Source: an optimization exercise on an open RTL-to-GDS flow (aim: small area, a short achievable clock period and few clock cycles). Production flows keep margins and buffers that such runs may drop.
At most, simulation tests tie the RTL to the original design; equivalence was not proved.

## run A
==> module bf_s0, before the edit <==
module bf_s0 (
	input             clk,
	input             inj,
	input             osel,
	input      [7:0]  xin,
	input      [8:0]  r9,
	output     [7:0]  xout
);
	reg  [7:0] r0, r1;           
	reg  [7:0] ar, br;           
	wire [8:0] p = {r0[7], r0} + r9;
	wire [8:0] u = {r0[7], r0} - r9;
	always @(posedge clk) begin
		r0 <= xin;
		r1 <= inj ? br : r0;
		ar <= p[8:1];
		br <= u[8:1];
	end
	assign xout = osel ? r1 : ar;
endmodule
==> module fft, before the edit <==
module fft(
	rst_n,
	clk,
	data1,
	fft_go,
	fft_done,
	fft_res
);
	input rst_n;
	input clk;
	input signed [7:0] data1;
	input fft_go;
	output reg fft_done;
	output reg [15:0] fft_res;
	localparam [8:0] OUT0 = 9'd255;              
	localparam [8:0] LAST = OUT0 + 9'd127;       
	reg        run;
	reg  [8:0] cnt;
	always @(posedge clk or negedge rst_n)
		if (!rst_n) begin
			run <= 1'b0;
			cnt <= 9'd0;
		end else if (fft_go) begin
			run <= 1'b1;
			cnt <= 9'd1;
		end else if (run) begin
			cnt <= cnt + 9'd1;
			if (cnt == LAST)
				run <= 1'b0;
		end
	always @(posedge clk)
		fft_done <= run & ~fft_go & (cnt >= OUT0 - 9'd1) & (cnt <= LAST - 9'd1);
	reg  bypA, bypB, bypC, modeA, modeB, modeC;
	reg  inj0, osel0, lo1, inj1, osel1, inj2, osel2;
	reg  [1:0] lo2;
	reg  inj3, osel3, inj4, osel4, inj5, osel5, inj6, osel6, sel6;
	reg  [5:0] tw3, tw4, tw5, tw6;
	wire [6:0] c7 = cnt[6:0];
	wire [6:0] pA = c7 - 7'd2;       
	wire [6:0] pB = c7 - 7'd65;
	wire [6:0] pC = c7 - 7'd95;
	wire [6:0] j0 = c7 - 7'd109, q0 = c7 - 7'd110;      
	wire [6:0] p1 = c7 - 7'd110, j1 = c7 - 7'd112, q1 = c7 - 7'd114;
	wire [6:0] p2 = c7 - 7'd114, j2 = c7 - 7'd117, q2 = c7 - 7'd121;
	wire [6:0] p3 = c7 - 7'd121, j3 = c7 - 7'd124, q3 = c7 - 7'd132;
	wire [6:0] p4 = c7 - 7'd132, j4 = c7 - 7'd135, q4 = c7 - 7'd151;
	wire [6:0] p5 = c7 - 7'd151, j5 = c7 - 7'd154, q5 = c7 - 7'd186;
	wire [6:0] p6 = c7 - 7'd186, j6 = c7 - 7'd189, q6 = c7 - 7'd253;
	always @(posedge clk) begin
		bypA <= pA[6] & ~pA[0];
		bypB <= pB[5] & ~pB[1];
		bypC <= pC[4] & ~pC[2];
		modeA <= cnt <= 9'd129;
		modeB <= cnt <= 9'd192;
		modeC <= cnt <= 9'd222;
		inj0 <= j0[0];  osel0 <= q0[0];
		lo1 <= p1[0];   inj1 <= j1[1];  osel1 <= q1[1];
		lo2 <= p2[1:0]; inj2 <= j2[2];  osel2 <= q2[2];
		tw3 <= {p3[2:0], 3'd0}; inj3 <= j3[3]; osel3 <= q3[3];
		tw4 <= {p4[3:0], 2'd0}; inj4 <= j4[4]; osel4 <= q4[4];
		tw5 <= {p5[4:0], 1'd0}; inj5 <= j5[5]; osel5 <= q5[5];
		tw6 <= p6[5:0];
		inj6 <= j6[6] & (cnt >= 9'd250);
		osel6 <= q6[6];
		sel6 <= cnt >= 9'd249;
	end
	function automatic [8:0] mul127(input [7:0] x);
		begin
			if (x == 8'h80)
				mul127 = 9'h181;                     
			else if (!x[7] && x != 8'd0)
				mul127 = {1'b0, x} - 9'd1;           
			else
				mul127 = {x[7], x};                  
		end
	endfunction
	reg  [7:0] sc;
	reg  [8:0] sc9;                  
	wire [7:0] sc_n;
	always @(posedge clk) begin
		sc <= sc_n;
		sc9 <= mul127(sc_n);
	end
	wire [7:0]  s_0;
	wire [15:0] s_1, s_2, s_3, s_4, s_5, s_6;
	wire [15:0] r0a, r1a, r2a, i0a, i1a, i2a, r0b, r1b, r2b, i0b, i1b, i2b;
	wire [15:0] r0c, r1c, r2c, i0c, i1c, i2c;
	wire [15:0] r02, r12, r22, i02, i12, i22;
	bf_s0 st0(.clk(clk), .inj(inj0), .osel(osel0), .xin(sc), .r9(sc9), .xout(s_0));
	bf_s1 st1(.clk(clk), .lo(lo1), .inj(inj1), .osel(osel1), .xin(s_0), .xout(s_1));
	cmul2 mul2(.clk(clk), .x(s_1), .lo(lo2), .r0(r02), .r1(r12), .r2(r22), .i0(i02), .i1(i12), .i2(i22));
	butterfly_ra2 #(.S(2)) st2(.clk(clk), .inj(inj2), .osel(osel2), .r0(r02), .r1(r12), .r2(r22), .i0(i02), .i1(i12), .i2(i22), .xin(s_1), .xout(s_2));
	cmul mula(.clk(clk), .x(sel6 ? s_5 : s_2), .idx(sel6 ? tw6 : tw3), .r0(r0a), .r1(r1a), .r2(r2a), .i0(i0a), .i1(i1a), .i2(i2a));
	cmul mulb(.clk(clk), .x(s_3), .idx(tw4), .r0(r0b), .r1(r1b), .r2(r2b), .i0(i0b), .i1(i1b), .i2(i2b));
	cmul mulc(.clk(clk), .x(s_4), .idx(tw5), .r0(r0c), .r1(r1c), .r2(r2c), .i0(i0c), .i1(i1c), .i2(i2c));
	butterfly_ra2 #(.S(3)) st3(.clk(clk), .inj(inj3), .osel(osel3), .r0(r0a), .r1(r1a), .r2(r2a), .i0(i0a), .i1(i1a), .i2(i2a), .xin(s_2), .xout(s_3));
	butterfly_ra2 #(.S(4)) st4(.clk(clk), .inj(inj4), .osel(osel4), .r0(r0b), .r1(r1b), .r2(r2b), .i0(i0b), .i1(i1b), .i2(i2b), .xin(s_3), .xout(s_4));
	butterfly_ra2 #(.S(5)) st5(.clk(clk), .inj(inj5), .osel(osel5), .r0(r0c), .r1(r1c), .r2(r2c), .i0(i0c), .i1(i1c), .i2(i2c), .xin(s_4), .xout(s_5));
	ram128 st6(.clk(clk), .modeA(modeA), .modeB(modeB), .modeC(modeC),
		.bypA(bypA), .bypB(bypB), .bypC(bypC), .din(data1), .dout(sc_n),
		.inj(inj6), .osel(osel6), .r0(r0a), .r1(r1a), .r2(r2a), .i0(i0a), .i1(i1a), .i2(i2a), .xin(s_5), .xout(s_6));
	always @(posedge clk)
		fft_res <= s_6;
endmodule
clock: 8.0 ns
lec_check: 0
cap_margin: 20
core_margin: 2
core_utilization: 40
cts_cluster_diameter: 60
cts_cluster_size: 30
setup_slack_margin: 5.0
slew_margin: 20
run.sh (not shown) runs the stock make flow with config.mk's settings and CLKGATE_MAP_FILE= SYNTH_SCRIPT=/design/flow/synth_recipe.tcl, a recipe that flattens the netlist after the stock synthesis.
No stage failed in run A, and the final checks on the layout all came back clean.
Testbench counts of run A, summed over its fixed seeds: cycles 18,384.
For run B, these inputs were changed with respect to run A:
--- a/flow/design.v
+++ b/flow/design.v
@@ -483,11 +483,21 @@
 	input             inj,
 	input             osel,
 	input      [7:0]  xin,
-	input      [8:0]  r9,
 	output     [7:0]  xout
 );
+	function automatic [8:0] mul127(input [7:0] x);
+		begin
+			if (x == 8'h80)
+				mul127 = 9'h181;                     
+			else if (!x[7] && x != 8'd0)
+				mul127 = {1'b0, x} - 9'd1;           
+			else
+				mul127 = {x[7], x};                  
+		end
+	endfunction
 	reg  [7:0] r0, r1;           
 	reg  [7:0] ar, br;           
+	wire [8:0] r9 = mul127(xin);
 	wire [8:0] p = {r0[7], r0} + r9;
 	wire [8:0] u = {r0[7], r0} - r9;
 	always @(posedge clk) begin
@@ -772,8 +782,11 @@
 			if (cnt == LAST)
 				run <= 1'b0;
 		end
-	always @(posedge clk)
-		fft_done <= run & ~fft_go & (cnt >= OUT0 - 9'd1) & (cnt <= LAST - 9'd1);
+	always @(posedge clk or negedge rst_n)
+		if (!rst_n)
+			fft_done <= 1'b0;
+		else
+			fft_done <= run & ~fft_go & (cnt >= OUT0 - 9'd1) & (cnt <= LAST - 9'd1);
 	reg  bypA, bypB, bypC, modeA, modeB, modeC;
 	reg  inj0, osel0, lo1, inj1, osel1, inj2, osel2;
 	reg  [1:0] lo2;
@@ -808,29 +821,17 @@
 		osel6 <= q6[6];
 		sel6 <= cnt >= 9'd249;
 	end
-	function automatic [8:0] mul127(input [7:0] x);
-		begin
-			if (x == 8'h80)
-				mul127 = 9'h181;                     
-			else if (!x[7] && x != 8'd0)
-				mul127 = {1'b0, x} - 9'd1;           
-			else
-				mul127 = {x[7], x};                  
-		end
-	endfunction
 	reg  [7:0] sc;
-	reg  [8:0] sc9;                  
 	wire [7:0] sc_n;
 	always @(posedge clk) begin
 		sc <= sc_n;
-		sc9 <= mul127(sc_n);
 	end
 	wire [7:0]  s_0;
 	wire [15:0] s_1, s_2, s_3, s_4, s_5, s_6;
 	wire [15:0] r0a, r1a, r2a, i0a, i1a, i2a, r0b, r1b, r2b, i0b, i1b, i2b;
 	wire [15:0] r0c, r1c, r2c, i0c, i1c, i2c;
 	wire [15:0] r02, r12, r22, i02, i12, i22;
-	bf_s0 st0(.clk(clk), .inj(inj0), .osel(osel0), .xin(sc), .r9(sc9), .xout(s_0));
+	bf_s0 st0(.clk(clk), .inj(inj0), .osel(osel0), .xin(sc), .xout(s_0));
 	bf_s1 st1(.clk(clk), .lo(lo1), .inj(inj1), .osel(osel1), .xin(s_0), .xout(s_1));
 	cmul2 mul2(.clk(clk), .x(s_1), .lo(lo2), .r0(r02), .r1(r12), .r2(r22), .i0(i02), .i1(i12), .i2(i22));
 	butterfly_ra2 #(.S(2)) st2(.clk(clk), .inj(inj2), .osel(osel2), .r0(r02), .r1(r12), .r2(r22), .i0(i02), .i1(i12), .i2(i22), .xin(s_1), .xout(s_2));
Results
Comparing run B with run A, the fraction of standard cell area that is sequential came out essentially unchanged.
Between run B and run A, the total wirelength of the detailed-routed design is higher for run A.
The higher final weighted congestion in routability-driven placement of run B and run A is in run B.
From run A to run B the numbers moved as follows: final cell count without fillers went down, area added between synthesis and finish +0.34 points, vertical extent of the die now smaller.
Run B vs run A: transition time of the tightest slew-check pin up in run B
Relative to run A, XOR/XNOR share of the synthesized area has gone up in run B.
Minimum hold slack: run B lower than run A
Function not checked in run B: the RTL went through the layout flow alone.

static timing again, ports no longer ideal:
No port has a modelled driver above. Below, the same layouts with a new extraction and two added sets of constraints. Step 1 sets driving cells, clkbuf_16 on the clock port and buf_2 on the other inputs (assumed; they add their load-dependent delay and slew). Step 2 also shifts input and output timing later by t, the mid clock arrival at the registers, as if the neighbouring blocks saw the same clock. Three values: no drivers, after step 1, after step 2; two values: the first two.
run	t, ns	setup slack, ns	hold WS [ns]
run A	0.911	5.040 / 4.946 / 4.215	0.305 / 0.305 / 0.305
run B	0.909	4.916 / 4.831 / 4.887	0.299 / 0.299 / 0.299
After both steps every run listed still meets setup and hold. For run A, which loses most, drivers alone change the setup slack by -0.094 ns; drivers and shift together by -0.825 ns.
